This is an optimization exercise on Yosys and OpenROAD, whose aim is small area, a short achievable clock period and few clock cycles, not a production implementation.
RTL that was checked went through simulation tests only; none was proved equivalent to the original.
Function not checked in runs 2 and 3: the RTL went through the layout flow alone.
Power is estimated from default activity; no workload was simulated.

## flow/run.sh

```bash
#!/bin/bash
# Standard ORFS layout, with unrestricted resizing and plain buffers on the ports.
set -euo pipefail
bash standard.sh MATCH_CELL_FOOTPRINT=0 "BUFFER_PORTS_ARGS=-buffer_cell sky130_fd_sc_hd__buf_2" finish > standard.log 2>&1
```

## standard.sh

```bash
#!/bin/bash
# synth_recipe.tcl (not shown) runs the flow's synth.tcl, then flattens the netlist and writes it again
# the make line also repeats each setting of config.mk as NAME=value (left out here)
make -C /OpenROAD-flow-scripts/flow DESIGN_CONFIG=/design/flow/config.mk WORK_HOME=/design/flow/orfs CLKGATE_MAP_FILE= SYNTH_SCRIPT=/design/flow/synth_recipe.tcl "${@:-finish}"
```

## config.mk

```make
export PLATFORM = sky130hd
export DESIGN_NAME = med_filter
export DESIGN_NICKNAME = med_filter
export VERILOG_FILES = /design/flow/design.v
export SDC_FILE = /design/flow/constraint.sdc
export NUM_CORES = 4
export LEC_CHECK = 0
export ABC_AREA = 1
export CAP_MARGIN = 20
export CORE_MARGIN = 2
export CORE_UTILIZATION = 40
export CTS_BUF_LIST = sky130_fd_sc_hd__clkbuf_16
export CTS_CLUSTER_DIAMETER = 100
export CTS_CLUSTER_SIZE = 35
export SETUP_SLACK_MARGIN = 2.5
export SLEW_MARGIN = 20
```

## constraint.sdc

```tcl
create_clock -name core_clock -period 4.5 [get_ports {clk}]
set_input_delay 0.9000 -clock core_clock [delete_from_list [all_inputs] [get_ports {clk}]]
set_output_delay 0.9000 -clock core_clock [all_outputs]
set_load 0.01 [all_outputs]
```

## design.v

```verilog
`timescale 1ns / 1ps
module arrange(
    output [7:0] max,
    output [7:0] med,
    output [7:0] min,
    input [7:0] a,
    input [7:0] b,
    input [7:0] c
    );
    wire x = a < b;
    wire y = a < c;
    wire z = b < c;
    assign max = (!x && !y) ? a : (!z ? b : c);
    assign min = ( x &&  y) ? a : ( z ? b : c);
    assign med = (x ^ y) ? a : ((x ^ z) ? c : b);
endmodule
`timescale 1ns / 1ps
module med_filter(
    output reg [7:0] out,
    output reg out_valid,
    output reg [15:0] addr_med,
    output reg finished,
    output reg [15:0] addr_im,
    input  [7:0] dout_im,
    input start,
    input rst,
    input clk
    );
   reg        running;
   reg [2:0]  ri;       
   reg [7:0]  rc;       
   reg        lastc;    
   reg        col_end;  
   reg        ce_col;   
   reg        ce_band;  
   wire last_rd  = (addr_im == 16'd50175);    
   always @(posedge clk) begin
      if (rst)
         running <= 0;
      else if (start && !running)
         running <= 1;
      else if (col_end && last_rd)
         running <= 0;
      if (rst || (start && !running)) begin
         ri <= 0;
         rc <= 0;
         lastc <= 0;
         col_end <= 0;
         ce_col <= 0;
         ce_band <= 0;
         addr_im <= 0;
      end else begin
         ri <= ri + 3'd1;
         col_end <= (ri == 3'd6);
         ce_col  <= (ri == 3'd6) && !lastc;
         ce_band <= (ri == 3'd6) && lastc;
         addr_im <= addr_im + {{5{col_end}}, ce_band, ce_band, ce_col, !ce_band, 1'b1,
                               !ce_band, 4'b0000, col_end};
         if (col_end) begin
            rc <= lastc ? 8'd0 : rc + 8'd1;
            lastc <= (rc == 8'd222);
         end
      end
   end
   wire       rv = running && (ri[2] || ri[1]) && (rc[7:1] != 0);
   wire [1:0] rf = !rv ? 2'd0 : (ri != 3'd2) ? 2'd1 : (rc != 8'd2) ? 2'd2 : 2'd3;
   reg  [1:0] f1, f2, f3;
   reg        n_row, n_col, n_band;    
   reg        n_rc, n_cb;              
   always @(posedge clk) begin
      if (rst) begin
         f1 <= 0; f2 <= 0; f3 <= 0;
         n_row <= 0; n_col <= 0; n_band <= 0;
         n_rc <= 0; n_cb <= 0;
      end else begin
         f1 <= rf; f2 <= f1; f3 <= f2;
         n_row  <= (f3 == 2'd1);
         n_col  <= (f3 == 2'd2);
         n_band <= (f3 == 2'd3);
         n_rc   <= (f3 == 2'd1) || (f3 == 2'd2);
         n_cb   <= (f3 == 2'd2) || (f3 == 2'd3);
      end
   end
   reg [7:0] p [0:16];
   integer k;
   always @(posedge clk) begin
      p[0] <= dout_im;
      for (k = 1; k <= 16; k = k + 1) p[k] <= p[k-1];
   end
   wire [7:0] smax, smed, smin;
   arrange srow(.max(smax), .med(smed), .min(smin), .a(p[0]), .b(p[8]), .c(p[16]));
   reg [7:0] lo1, lo2, lo3, md1, md2, md3, hi1, hi2, hi3;
   always @(posedge clk) begin
      lo1 <= smin; lo2 <= lo1; lo3 <= lo2;
      md1 <= smed; md2 <= md1; md3 <= md2;
      hi1 <= smax; hi2 <= hi1; hi3 <= hi2;
   end
   wire lx = lo1 < lo2, ly = lo1 < lo3;
   wire mx = md1 < md2, my = md1 < md3;
   wire hx = hi1 < hi2, hy = hi1 < hi3;
   reg  lz, mz, hz;
   reg [7:0] lmax, mmed, hmin;
   always @(posedge clk) begin
      lz <= lx; mz <= mx; hz <= hx;
      lmax <= (!lx && !ly) ? lo1 : (!lz ? lo2 : lo3);
      hmin <= ( hx &&  hy) ? hi1 : ( hz ? hi2 : hi3);
      mmed <= (mx ^ my) ? md1 : ((mx ^ mz) ? md3 : md2);
   end
   wire [7:0] fmed;
   arrange sfin(.max(), .med(fmed), .min(), .a(lmax), .b(mmed), .c(hmin));
   always @(posedge clk) begin
      out <= fmed;
   end
   always @(posedge clk) begin
      if (rst) begin
         out_valid <= 0;
         finished <= 0;
      end else begin
         out_valid <= n_row || n_col || n_band;
         if (start && !running) finished <= 0;
         else if (n_row && addr_med == 16'd49061) finished <= 1;    
      end
      if (start && !running) addr_med <= 16'hFFFF;
      else addr_med <= addr_med + {{5{n_col}}, 1'b0, n_col, n_col, n_rc, n_row, n_col,
                                   n_row, n_rc, n_row, n_rc, n_cb};
   end
endmodule
```

==> results of run 1 <==
[metrics by stage]
stage	worst slack (ps)	area, sq um	power [uW]	cells	util [%]
floorplan	2607	11860	5018	1357	-
global placement	2053	12530	5506	1786	42.60
detailed placement	2061	12530	5571	1786	42.60
CTS	2473	13040	7148	1808	44.35
global route	2334	13320	7758	1820	45.30
finish	2444	13320	7146	1820	45.30
[routing by layer]
metal | global-route usage (%) | routed length, microns | vias up
met5 | 0 | 0 | -
met4 | 2.686 | 248 | 0
met1 | 20.54 | 11350 | 3896
met2 | 23.51 | 10230 | 129
li1 | - | - | 4550
met3 | 1.723 | 729 | 18
[final cells by class]
class / count / area [sq um]
Clock inverter: 6 / 96.34
Tap cell: 390 / 488.0
Multi-Input combinational cell: 844 / 5109
Fill cell: 2846 / 16080
Inverter: 196 / 755.7
Timing Repair inverter: 1 / 5.005
Clock buffer: 15 / 375.4
Sequential cell: 304 / 6122
Timing Repair Buffer: 64 / 366.6
[final timing paths]
path	cells past startpoint	startpoint	endpoint	slack, ps
setup / recovery	11	p[0][7]$_DFF_P_	md1[1]$_DFF_P_	2440
hold / removal	0	p[7][2]$_DFF_P_	p[8][2]$_DFF_P_	310
hold reg to reg	0	p[7][2]$_DFF_P_	p[8][2]$_DFF_P_	310
setup reg to reg	11	p[0][7]$_DFF_P_	md1[1]$_DFF_P_	2440
[worst reg2reg max path: stages, from the launching register on]
cell	delay, ps
dfxtp_1	470
ha_1	290
nand2_1	100
a21oi_1	50
nor2_1	110
nand2_2	90
inv_1	70
nand2_2	100
ha_4	310
clkinvlp_4	220
nand3_2	120
nand2_1	60
[cell usage after synthesis (7+ instances only)]
cell type and count:
a21oi_2 7, o21ai_0 78, ha_1 118, o21bai_1 7, nor2_1 84, dfxtp_1 304
or2_2 7, inv_2 7, nand2_2 20, nand2_1 243, a21oi_1 98, nor3_1 15
nand3_1 112, nand4_1 9, inv_1 187
[power breakdown]
part / total (uW) / internal (uW) / switching, uW
combinational: 2220 / 817 / 1400
clock: 1550 / 658 / 892
sequential: 3380 / 3100 / 281
[cell families (layout without fill, tap and decap cells)]
group	Yosys count	count (layout)	share of synthesized area, %
adders and majority gates	119	119	12.62
buffers and inverters	209	282	6.911
DFF	304	304	51.32
xor gates and xnor gates	5	5	0.3693
and+or+nand+nor	504	504	18.57
AOI/OAI and AO/OA	216	216	10.21
[timing repair]
| item | 4_1_cts | 5_1_grt |
|---|---|---|
| buffers inserted | 1 | 11 |
| gates resized for setup | 13 | 86 |
| hold endpoints to repair | 0 | 0 |
| cloned | 0 | 1 |
| endpoints found under the setup margin | 34 | 49 |
| pin swaps | 0 | 20 |
==> flow_metrics.env, run 1 <==
export IMPL_status="timing/DRC/antenna clean"
export IMPL_antenna_cells=0
export IMPL_gp_congestion=0.8648
export IMPL_grt_max_degree=36
export IMPL_fin_crit_sh_pct=45.69
export IMPL_yosysTopAreaCellShare_pct=51.32
export IMPL_start_util_pct=40.33
export IMPL_arrival_ps=2460
export IMPL_fin_crit_ps=2056
export IMPL_path_buf_inv=2
export IMPL_hold_viol_final=0
export IMPL_yosysUniqueCellTypes=46
export IMPL_relSlewSlack_pct=62.47
export IMPL_drt_iter0_drc=444
export IMPL_syn_nets=1487
export IMPL_synth_ff_latch_count=304
export IMPL_grt_pass1_vias=7879
export IMPL_grt_pass1_wl_microns=37440
export IMPL_nets=1555
export IMPL_num_vias=8593
export IMPL_worstSetupPathType="flop to flop"
export IMPL_holdBufCountCts=0
export IMPL_largest_reg_flops=136
export IMPL_final_cell_mix="dfxtp_1 (283), nand2_1 (240), inv_1 (180), ha_1 (115), nand3_1 (102)"
export IMPL_die_w_microns=176.2
export IMPL_power_density_nw_per_um2=536.6
export IMPL_track_usage_pct=14.36
export IMPL_worstHoldPathType="flop to flop"
export IMPL_first_pass_iters=5
export IMPL_critPathMaxFanout=8
export IMPL_yosysWarnings=3
export IMPL_syn_cell_area_sq_um=11860
export IMPL_areaGrowthSynthToFinish_pct=12.30
export IMPL_ys_seq_area_share_pct=51.32
export IMPL_root_buffer="clkbuf_16"
export IMPL_endpoint_kind="flop"
export IMPL_holdWs_ps=314.5
export IMPL_final_setup_viol_count=0
export IMPL_synth_edf_count=0
export IMPL_crit_family="adder cells"
export IMPL_max_stage_delay_ps=470
export IMPL_drive_above_1_share_pct=13.78
export IMPL_die_area_sq_um=31040
export IMPL_cts_made_buffers=14
export IMPL_top_register="p"
export IMPL_yosysTopAreaCell="dfxtp_1"
export IMPL_fin_skew_ps=22.04
export IMPL_dp_hpwl_microns=16770
export IMPL_core_sq_um=29400
export IMPL_postSynthAreaPerCell_sq_um=8.739
export IMPL_synth_area_top_cells="dfxtp_1 (51%), ha_1 (12%), nand2_1 (7.7%)"
export IMPL_globalRouteOverflowTotal=0
export IMPL_clock_latency_ps=500
export IMPL_setup_tns_ps=0
export IMPL_final_common_cell="dfxtp_1"
export IMPL_startpoint_type="flop"
export IMPL_crit_chain="ha_1, nand2_1, a21oi_1, nor2_1, nand2_2, inv_1, nand2_2, ha_4, clkinvlp_4, nand3_2, nand2_1"
export IMPL_syn_inst=1357
export IMPL_cts_sinks=304
export IMPL_vdd_drop_max_mv=0.3670
export IMPL_required_ps=4910
export IMPL_p_leak_uw=0.006434
export IMPL_num_io_pins=53
export IMPL_slew_violations=0
export IMPL_cpMaxStageDelayCell="dfxtp_1"
export IMPL_synth_ff_type="dfxtp_1"
export IMPL_clkTransAtPathRegs_ps=120
export IMPL_cts_tree="done"
export IMPL_antenna_found_initial=0
export IMPL_reg_top3="p x136, addr_im x16, addr_med x16"
export IMPL_worst_pin_slew_ps=559.9
export IMPL_fmax_mhz=486.3
export IMPL_ant_nets=0
export IMPL_wl_microns=22560
export IMPL_via_per_inst=4.721
export IMPL_wl_per_cell_microns=12.39
export IMPL_drc=0
export IMPL_dieHeight_microns=176.2
export IMPL_synthArstFlopShare_pct=0
export IMPL_io_buffer_count=52
export IMPL_clock_path_buffers=3
export IMPL_drv_cap=0
export IMPL_rows=63
export IMPL_rsz0062_at_grt="true"
export IMPL_htreeDepth=1
Testbench counts, summed over its fixed seeds: cycles 795,708.
==> inputs of run 2 (changes only) <==
--- a/design.v
+++ b/design.v
@@ -1,4 +1,19 @@
 `timescale 1ns / 1ps
+module sel3(
+    output [7:0] max,
+    output [7:0] med,
+    output [7:0] min,
+    input [7:0] a,
+    input [7:0] b,
+    input [7:0] c,
+    input x,
+    input y,
+    input z
+    );
+    assign max = (!x && !y) ? a : (!z ? b : c);
+    assign min = ( x &&  y) ? a : ( z ? b : c);
+    assign med = (x ^ y) ? a : ((x ^ z) ? c : b);
+endmodule
 module arrange(
     output [7:0] max,
     output [7:0] med,
@@ -7,12 +22,8 @@
     input [7:0] b,
     input [7:0] c
     );
-    wire x = a < b;
-    wire y = a < c;
-    wire z = b < c;
-    assign max = (!x && !y) ? a : (!z ? b : c);
-    assign min = ( x &&  y) ? a : ( z ? b : c);
-    assign med = (x ^ y) ? a : ((x ^ z) ? c : b);
+    sel3 s(.max(max), .med(med), .min(min), .a(a), .b(b), .c(c),
+           .x(a < b), .y(a < c), .z(b < c));
 endmodule
 `timescale 1ns / 1ps
 module med_filter(
@@ -64,31 +75,38 @@
    end
    wire       rv = running && (ri[2] || ri[1]) && (rc[7:1] != 0);
    wire [1:0] rf = !rv ? 2'd0 : (ri != 3'd2) ? 2'd1 : (rc != 8'd2) ? 2'd2 : 2'd3;
-   reg  [1:0] f1, f2, f3;
+   reg  [1:0] f1, f2, f3, f4;
    reg        n_row, n_col, n_band;    
    reg        n_rc, n_cb;              
    always @(posedge clk) begin
       if (rst) begin
-         f1 <= 0; f2 <= 0; f3 <= 0;
+         f1 <= 0; f2 <= 0; f3 <= 0; f4 <= 0;
          n_row <= 0; n_col <= 0; n_band <= 0;
          n_rc <= 0; n_cb <= 0;
       end else begin
-         f1 <= rf; f2 <= f1; f3 <= f2;
-         n_row  <= (f3 == 2'd1);
-         n_col  <= (f3 == 2'd2);
-         n_band <= (f3 == 2'd3);
-         n_rc   <= (f3 == 2'd1) || (f3 == 2'd2);
-         n_cb   <= (f3 == 2'd2) || (f3 == 2'd3);
+         f1 <= rf; f2 <= f1; f3 <= f2; f4 <= f3;
+         n_row  <= (f4 == 2'd1);
+         n_col  <= (f4 == 2'd2);
+         n_band <= (f4 == 2'd3);
+         n_rc   <= (f4 == 2'd1) || (f4 == 2'd2);
+         n_cb   <= (f4 == 2'd2) || (f4 == 2'd3);
       end
    end
-   reg [7:0] p [0:16];
+   reg [7:0] p [0:17];
    integer k;
    always @(posedge clk) begin
       p[0] <= dout_im;
-      for (k = 1; k <= 16; k = k + 1) p[k] <= p[k-1];
+      for (k = 1; k <= 17; k = k + 1) p[k] <= p[k-1];
+   end
+   reg rx, ry, rz;
+   always @(posedge clk) begin
+      rx <= p[0] < p[8];
+      ry <= p[0] < p[16];
+      rz <= p[8] < p[16];
    end
    wire [7:0] smax, smed, smin;
-   arrange srow(.max(smax), .med(smed), .min(smin), .a(p[0]), .b(p[8]), .c(p[16]));
+   sel3 srow(.max(smax), .med(smed), .min(smin), .a(p[1]), .b(p[9]), .c(p[17]),
+             .x(rx), .y(ry), .z(rz));
    reg [7:0] lo1, lo2, lo3, md1, md2, md3, hi1, hi2, hi3;
    always @(posedge clk) begin
       lo1 <= smin; lo2 <= lo1; lo3 <= lo2;
--- a/config.mk
+++ b/config.mk
@@ -10,7 +10,7 @@
 export CORE_MARGIN = 2
 export CORE_UTILIZATION = 40
 export CTS_BUF_LIST = sky130_fd_sc_hd__clkbuf_16
-export CTS_CLUSTER_DIAMETER = 100
-export CTS_CLUSTER_SIZE = 35
-export SETUP_SLACK_MARGIN = 2.5
+export CTS_CLUSTER_DIAMETER = 80
+export CTS_CLUSTER_SIZE = 25
+export SETUP_SLACK_MARGIN = 2.7
 export SLEW_MARGIN = 20
==> run 2 against run 1 <==
Final cell count increased by 1.2%. Critical endpoint is now addr_im[12]. Worst hold slack improved by 4.1 ps. Total power grew 11%. Fmax grew 8.8%. Combinational power rose by 23%. Via count is 2.0% higher. Die area increased by 1.1%. Critical path type is now flop to output pin. Highest routed layer unchanged. Core utilization increased by 3.6 points. Setup slack better by 170 ps. Sequential power up 4%. Synthesized area rose by 1.1%. Routed wire length up 7.6%.
==> flow_metrics.env, run 2 <==
export IMPL_synthMostInstantiatedCell="dfxtp_1"
export IMPL_reg_top3="p x144, addr_im x16, addr_med x16"
export IMPL_clock_path_buffers=3
export IMPL_relSlewSlack_pct=60.30
export IMPL_fin_area_sq_um=14440
export IMPL_globalRouteOverflowTotal=0
export IMPL_fin_crit_ps=1889
export IMPL_die_area_sq_um=31370
export IMPL_final_cell_mix="dfxtp_1 (259), nand2_1 (206), inv_1 (179), a21oi_1 (99), ha_1 (98)"
export IMPL_syn_nets=1467
export IMPL_regArea_sq_um=6441
export IMPL_clockPowerShare_pct=21.4
export IMPL_final_cell_count_no_fill=1842
export IMPL_critPathMaxFanout=3
export IMPL_grt_pass1_vias=8323
export IMPL_required_ps=3600
export IMPL_fmax_mhz=529.3
export IMPL_hold_viol_final=0
export IMPL_drive_above_1_share_pct=21.21
export IMPL_endpoint_kind="output pin"
export IMPL_utilization_pct=48.86
export IMPL_dp_hpwl_microns=16970
export IMPL_htreeDepth=1
export IMPL_grt_max_degree=26
export IMPL_clkTransAtPathRegs_ps=100
export IMPL_dp_cells=1762
export IMPL_largest_reg_flops=144
export IMPL_fillers=2735
export IMPL_start_util_pct=40.55
export IMPL_grt_pass1_wl_microns=39860
export IMPL_synth_ff_type="dfxtp_1"
export IMPL_root_buffer="clkbuf_16"
export IMPL_startpoint_type="flop"
export IMPL_power_density_nw_per_um2=551.2
export IMPL_syn_cell_area_sq_um=11990
export IMPL_wl_per_cell_microns=13.18
export IMPL_worst_pin_slew_ps=587.2
export IMPL_holdBufCountCts=0
export IMPL_drv_cap=0
export IMPL_nets=1577
export IMPL_cpMaxStageDelayCell="dfxtp_4"
export IMPL_path_buf_inv=1
export IMPL_wl_microns=24280
export IMPL_dpl_cell_area_sq_um=12650
export IMPL_synth_ff_latch_count=317
export IMPL_yosysUniqueCellTypes=50
export IMPL_postSynthAreaPerCell_sq_um=8.966
export IMPL_seqPwrFrac_pct=44.4
export IMPL_antenna_found_initial=0
export IMPL_fin_crit_sh_pct=41.98
export IMPL_slew_violations=0
export IMPL_status="timing/DRC/antenna clean"
export IMPL_cts_tree="done"
export IMPL_rsz0062_at_grt="true"
export IMPL_holdWs_ps=318.7
export IMPL_worstHoldPathType="flop to flop"
export IMPL_ant_nets=0
export IMPL_areaGrowthSynthToFinish_pct=20.48
export IMPL_yosysTopAreaCellShare_pct=52.94
export IMPL_clock_latency_ps=500
export IMPL_yosys_top_cells_count="dfxtp_1 (317), nand2_1 (229), inv_1 (181)"
export IMPL_gp_congestion=0.8620
export IMPL_arrival_ps=990
export IMPL_combPwrFrac_pct=34.2
export IMPL_syn_inst=1337
export IMPL_dieHeight_microns=177.1
export IMPL_core_sq_um=29560
export IMPL_vdd_drop_max_mv=0.3559
export IMPL_rows=63
export IMPL_yosysWarnings=3
export IMPL_drt_iter0_drc=530
export IMPL_p_sw_uw=2840
export IMPL_io_buffer_count=52
export IMPL_crit_chain="buf_6"
export IMPL_num_io_pins=53
export IMPL_num_vias=8768
export IMPL_cts_sinks=317
export IMPL_crit_family="flip-flops"
export IMPL_top_register="p"
export IMPL_cell_internal_pwr_uw=5121
export IMPL_multi_input_area_sq_um=5346
export IMPL_cts_made_buffers=18
export IMPL_yosysTopAreaCell="dfxtp_1"
export IMPL_synth_area_top_cells="dfxtp_1 (53%), ha_1 (12%), nand2_1 (7.2%)"
export IMPL_max_stage_delay_ps=370
export IMPL_synthArstFlopShare_pct=0
export IMPL_power_switching_share_pct=35.68
export IMPL_first_pass_iters=7
export IMPL_via_per_inst=4.760
export IMPL_synth_edf_count=0
export IMPL_p_leak_uw=0.006804
export IMPL_fin_skew_ps=19.94
export IMPL_final_common_cell="dfxtp_1"
export IMPL_die_w_microns=177.1
export IMPL_worstSetupPathType="flop to output pin"
export IMPL_setup_tns_ps=0
export IMPL_track_usage_pct=15.44
export IMPL_drc=0
export IMPL_ys_seq_area_share_pct=52.94
export IMPL_antenna_cells=0
export IMPL_final_setup_viol_count=0
[run 2: cell count changes in the layout (fill, tap and decap cells not counted), sizes merged, moves of 6 or more]
| cell | change |
|---|---|
| buf | +41 |
| nand2 | -27 |
| o21ai | -26 |
| nand3 | -22 |
| a21oi | +15 |
| dfxtp | +13 |
| a22oi | +11 |
| inv | -7 |
| nand4 | +6 |
[run 2: worst paths after layout]
kind	from	endpoint	slack, ps	cells after the start
worst max-delay path	addr_im[12]$_SDFF_PP0_	addr_im[12]	2610	1
worst max register to register	addr_med[0]$_SDFF_PP1_	addr_med[14]$_SDFF_PP1_	2750	10
worst min-delay path	p[15][1]$_DFF_P_	p[16][1]$_DFF_P_	320	0
worst min register to register	p[15][1]$_DFF_P_	p[16][1]$_DFF_P_	320	0
[run 2: metal layers]
layer / share of wire (%) / up-vias / track usage (%) / routed length (microns)
met5: 0 / - / 0 / 0
met4: 2.3 / 0 / 4.373 / 550
met3: 3.5 / 37 / 1.847 / 852
met2: 45 / 135 / 24.64 / 10970
met1: 49 / 3995 / 21.95 / 11910
li1: - / 4601 / - / -
[run 2: worst register-to-register path, cell delays in order (launching register included)]
cell and delay, ps:
dfxtp_4 370, ha_4 160, fa_2 370, nand3_4 80, nand3_4 80, a21boi_2 150, inv_1 50, nand3b_1 110
nand2_2 80, a21oi_2 130, o21ai_1 60
[run 2: cells by family (layout without fill, tap and decap cells)]
kind of cell	after synthesis	after routing	share of synthesized area [%]
AO/OA/AOI/OAI	225	225	10.54
AND/OR/NAND/NOR	467	468	17.08
buffers and inverters	204	318	6.596
adder cells (fa/ha/maj)	119	119	12.48
XOR/XNOR	5	5	0.3653
flip-flops	317	317	52.94
[run 2: what timing repair did]
item	4_1_cts	5_1_grt
resized for setup	108	105
pin swaps	7	17
setup buffers	41	12
cloned	1	1
endpoints found under the setup margin	93	92
[run 2: power by group through the flow]
stage               Sequential [uW]  Clock [uW]  Combinational, uW
floorplan                      3480           0               1690
global placement               3560           0               2140
detailed placement             3570           0               2200
CTS                            3510        1780               2410
global route                   3590        1880               3130
finish                         3530        1710               2720
[run 2: metrics by stage]
step / total power (uW) / setup WS, ps
global placement: 5702 / 1934
floorplan: 5164 / 2701
global route: 8596 / 2572
finish: 7961 / 2611
detailed placement: 5770 / 1891
CTS: 7697 / 2581
[run 2: cell type report]
type	instances	area share, %
clock buffers	19	3.292
multi-input cells	817	37.02
flip-flops and latches	317	44.60
well taps	390	3.379
repair inverters	1	0.03465
repair buffers	105	6.238
inverters	187	4.938
clock inverters	6	0.5025
==> inputs of run 3 (changes only) <==
--- a/config.mk
+++ b/config.mk
@@ -12,5 +12,5 @@
 export CTS_BUF_LIST = sky130_fd_sc_hd__clkbuf_16
 export CTS_CLUSTER_DIAMETER = 80
 export CTS_CLUSTER_SIZE = 25
-export SETUP_SLACK_MARGIN = 2.7
+export SETUP_SLACK_MARGIN = 2.5
 export SLEW_MARGIN = 20
==> run 3 against run 2 <==
Clock skew shrank 5.8 ps. Count of clock-buffer cells in the layout is the same. Via count shrank 3.0%. Setup slack got worse by 79 ps. Critical path depth is the same. First-iteration DRC count fell by 8.5%. Routed wire length shrank 6.0%. Largest power group unchanged.
==> flow_metrics.env, run 3 <==
export IMPL_status="timing/DRC/antenna clean"
export IMPL_antenna_found_initial=0
export IMPL_io_buffer_count=52
export IMPL_synth_ff_latch_count=317
export IMPL_synthMostInstantiatedCell="dfxtp_1"
export IMPL_wl_met2_microns=9929
export IMPL_dp_hpwl_microns=16990
export IMPL_grt_pass1_wl_microns=38420
export IMPL_yosysTopAreaCell="dfxtp_1"
export IMPL_cpMaxStageDelayCell="dfxtp_1"
export IMPL_required_ps=3600
export IMPL_crit_family="flip-flops"
export IMPL_fmax_mhz=508.1
export IMPL_gp_congestion=0.8501
export IMPL_dieHeight_microns=177.1
export IMPL_fin_crit_sh_pct=43.74
export IMPL_root_buffer="clkbuf_16"
export IMPL_final_common_cell="dfxtp_1"
export IMPL_cts_made_buffers=18
export IMPL_clock_path_buffers=3
export IMPL_reg_top3="p x144, addr_im x16, addr_med x16"
export IMPL_antenna_cells=0
export IMPL_yosysWarnings=3
export IMPL_p_leak_uw=0.006449
export IMPL_final_cell_mix="dfxtp_1 (298), nand2_1 (221), inv_1 (180), ha_1 (118), a21oi_1 (115)"
export IMPL_syn_inst=1337
export IMPL_rsz0062_at_grt="true"
export IMPL_areaGrowthSynthToFinish_pct=11.59
export IMPL_globalRouteOverflowTotal=0
export IMPL_first_pass_iters=5
export IMPL_top_register="p"
export IMPL_die_w_microns=177.1
export IMPL_start_util_pct=40.55
export IMPL_setup_ws_ps=2532
export IMPL_worstSetupPathType="flop to output pin"
export IMPL_startpoint_type="flop"
export IMPL_wl_met1_microns=11720
export IMPL_power_uw=7572
export IMPL_setup_tns_ps=0
export IMPL_cts_tree="done"
export IMPL_num_vias=8509
export IMPL_synth_area_top_cells="dfxtp_1 (53%), ha_1 (12%), nand2_1 (7.2%)"
export IMPL_cts_sinks=317
export IMPL_syn_cell_area_sq_um=11990
export IMPL_worst_pin_slew_ps=572.5
export IMPL_wl_microns=22820
export IMPL_highest_layer="met4"
export IMPL_final_setup_viol_count=0
export IMPL_relSlewSlack_pct=61.84
export IMPL_synth_edf_count=0
export IMPL_track_usage_pct=14.81
export IMPL_critPathMaxFanout=3
export IMPL_endpoint_kind="output pin"
export IMPL_largest_reg_flops=144
export IMPL_drv_cap=0
export IMPL_wl_per_cell_microns=12.71
export IMPL_yosys_top_cells_count="dfxtp_1 (317), nand2_1 (229), inv_1 (181)"
export IMPL_holdBufCountCts=0
export IMPL_met3WireLength_microns=810
export IMPL_yosysTopAreaCellShare_pct=52.94
export IMPL_arrival_ps=1070
export IMPL_postSynthAreaPerCell_sq_um=8.966
export IMPL_path_buf_inv=1
export IMPL_ys_seq_area_share_pct=52.94
export IMPL_dpl_worst_slack_ps=1936
export IMPL_utilization_pct=45.25
export IMPL_num_io_pins=53
export IMPL_holdWs_ps=322.5
export IMPL_grt_pass1_vias=8056
export IMPL_crit_chain="buf_2"
export IMPL_syn_nets=1467
export IMPL_clock_latency_ps=510
export IMPL_synthArstFlopShare_pct=0
export IMPL_clkTransAtPathRegs_ps=90
export IMPL_slew_violations=0
export IMPL_hold_viol_final=0
export IMPL_rows=63
export IMPL_via_per_inst=4.738
export IMPL_synth_ff_type="dfxtp_1"
export IMPL_vdd_drop_max_mv=0.3299
export IMPL_htreeDepth=1
export IMPL_ant_nets=0
export IMPL_die_area_sq_um=31370
export IMPL_fin_crit_ps=1968
export IMPL_drt_iter0_drc=485
export IMPL_fin_skew_ps=14.16
export IMPL_core_sq_um=29560
export IMPL_power_density_nw_per_um2=566.0
export IMPL_yosysUniqueCellTypes=50
export IMPL_grt_max_degree=26
export IMPL_nets=1530
export IMPL_worstHoldPathType="flop to flop"
export IMPL_drive_above_1_share_pct=11.45
export IMPL_drc=0
export IMPL_max_stage_delay_ps=400
[run 3: cell counts after synthesis]
Identical to the previous run, type by type.
[run 3: what timing repair did]
item,CTS,global route
pin swaps,0,3
gates cloned,1,0
buffers inserted,0,7
setup endpoints to repair,15,42
gates resized for setup,10,35
[run 3: kinds of logic (layout without fill, tap and decap cells)]
family	count (synthesis)	in the layout	share of synthesized area [%]
AO/OA/AOI/OAI	225	225	10.54
XOR/XNOR	5	5	0.3653
adder cells (fa/ha/maj)	119	119	12.48
buffers and inverters	204	273	6.596
flip-flops	317	317	52.94
AND/OR/NAND/NOR	467	467	17.08
[run 3: power breakdown]
| group | internal, uW | switching (uW) | total (uW) |
|---|---|---|---|
| clock | 792 | 917 | 1710 |
| sequential | 3230 | 279 | 3510 |
| combinational | 885 | 1470 | 2360 |
[run 3: worst reg2reg max path, stage by stage (launching register included)]
cell     delay, ps
dfxtp_1        480
ha_1           300
nand2_1        100
nor2_1          70
nor3_2         210
nand2_2        130
inv_2           70
nand2_1         70
nand2_4        130
inv_4           80
nand2_1         60
nand2_1         60
[run 3: area by class of cell]
class,count,area [sq um]
fill,2881,16180
sequential,317,6377
multi-input combinational,816,4925
inverter,187,710.7
tap,390,488.0
clock buffer,19,475.5
timing repair buffer,59,312.8
clock inverter,7,82.58
timing repair inverter,1,5.005
[run 3: per-layer routing]
layer | vias up | GRT usage [%]
met3 | 27 | 2.148
met2 | 114 | 23.44
li1 | 4498 | -
met4 | 0 | 3.271
met5 | - | 0
met1 | 3870 | 21.34
[run 3: worst paths after layout]
path / slack, ps / cells after the start / from / end
setup / recovery: 2530 / 1 / addr_im[11]$_SDFF_PP0_ / addr_im[11]
setup reg to reg: 2630 / 11 / md1[7]$_DFF_P_ / mmed[2]$_DFF_P_
hold / removal: 320 / 0 / p[7][2]$_DFF_P_ / p[8][2]$_DFF_P_
hold reg to reg: 320 / 0 / p[7][2]$_DFF_P_ / p[8][2]$_DFF_P_
[run 3: through the flow]
step	area, sq um	instances
4_1_cts	13230	1789
5_1_grt	13380	1796
3_5_place_dp	12650	1762
3_3_place_gp	12650	1762
2_1_floorplan	11990	1337
6_report	13380	1796

==> what the ideal ports hide <==
No port has a modelled driver above. Below, the same layouts with a new extraction and two added sets of constraints.
Step 1 assumes that a clkbuf_16 drives the clock port and a buf_2 every other input.
Step 2 times the ports against the registers' clock, not the clock port: input delays grow and output delays shrink by t, the midpoint of the rising clock arrivals with the driver on.
Three values: no drivers, after step 1, after step 2; two values: the first two.
| run | t, ns | setup slack, ns | clock arrival spread, ns | worst data-port slew with drivers (ns) | pins driven straight from the clock port |
|---|---|---|---|---|---|
| run 1 | 0.538 | 2.444 / 2.444 / 2.154 | 0.024 / 0.023 | 0.03 | 1 |
| run 2 | 0.542 | 2.611 / 2.561 / 2.314 | 0.023 / 0.023 | 0.04 | 1 |
| run 3 | 0.547 | 2.532 / 2.484 / 2.213 | 0.016 / 0.016 | 0.03 | 1 |
After both steps setup and hold are still met in every run listed. For run 3, which loses most, drivers alone change the setup slack by -0.048 ns; drivers and shift together by -0.319 ns.
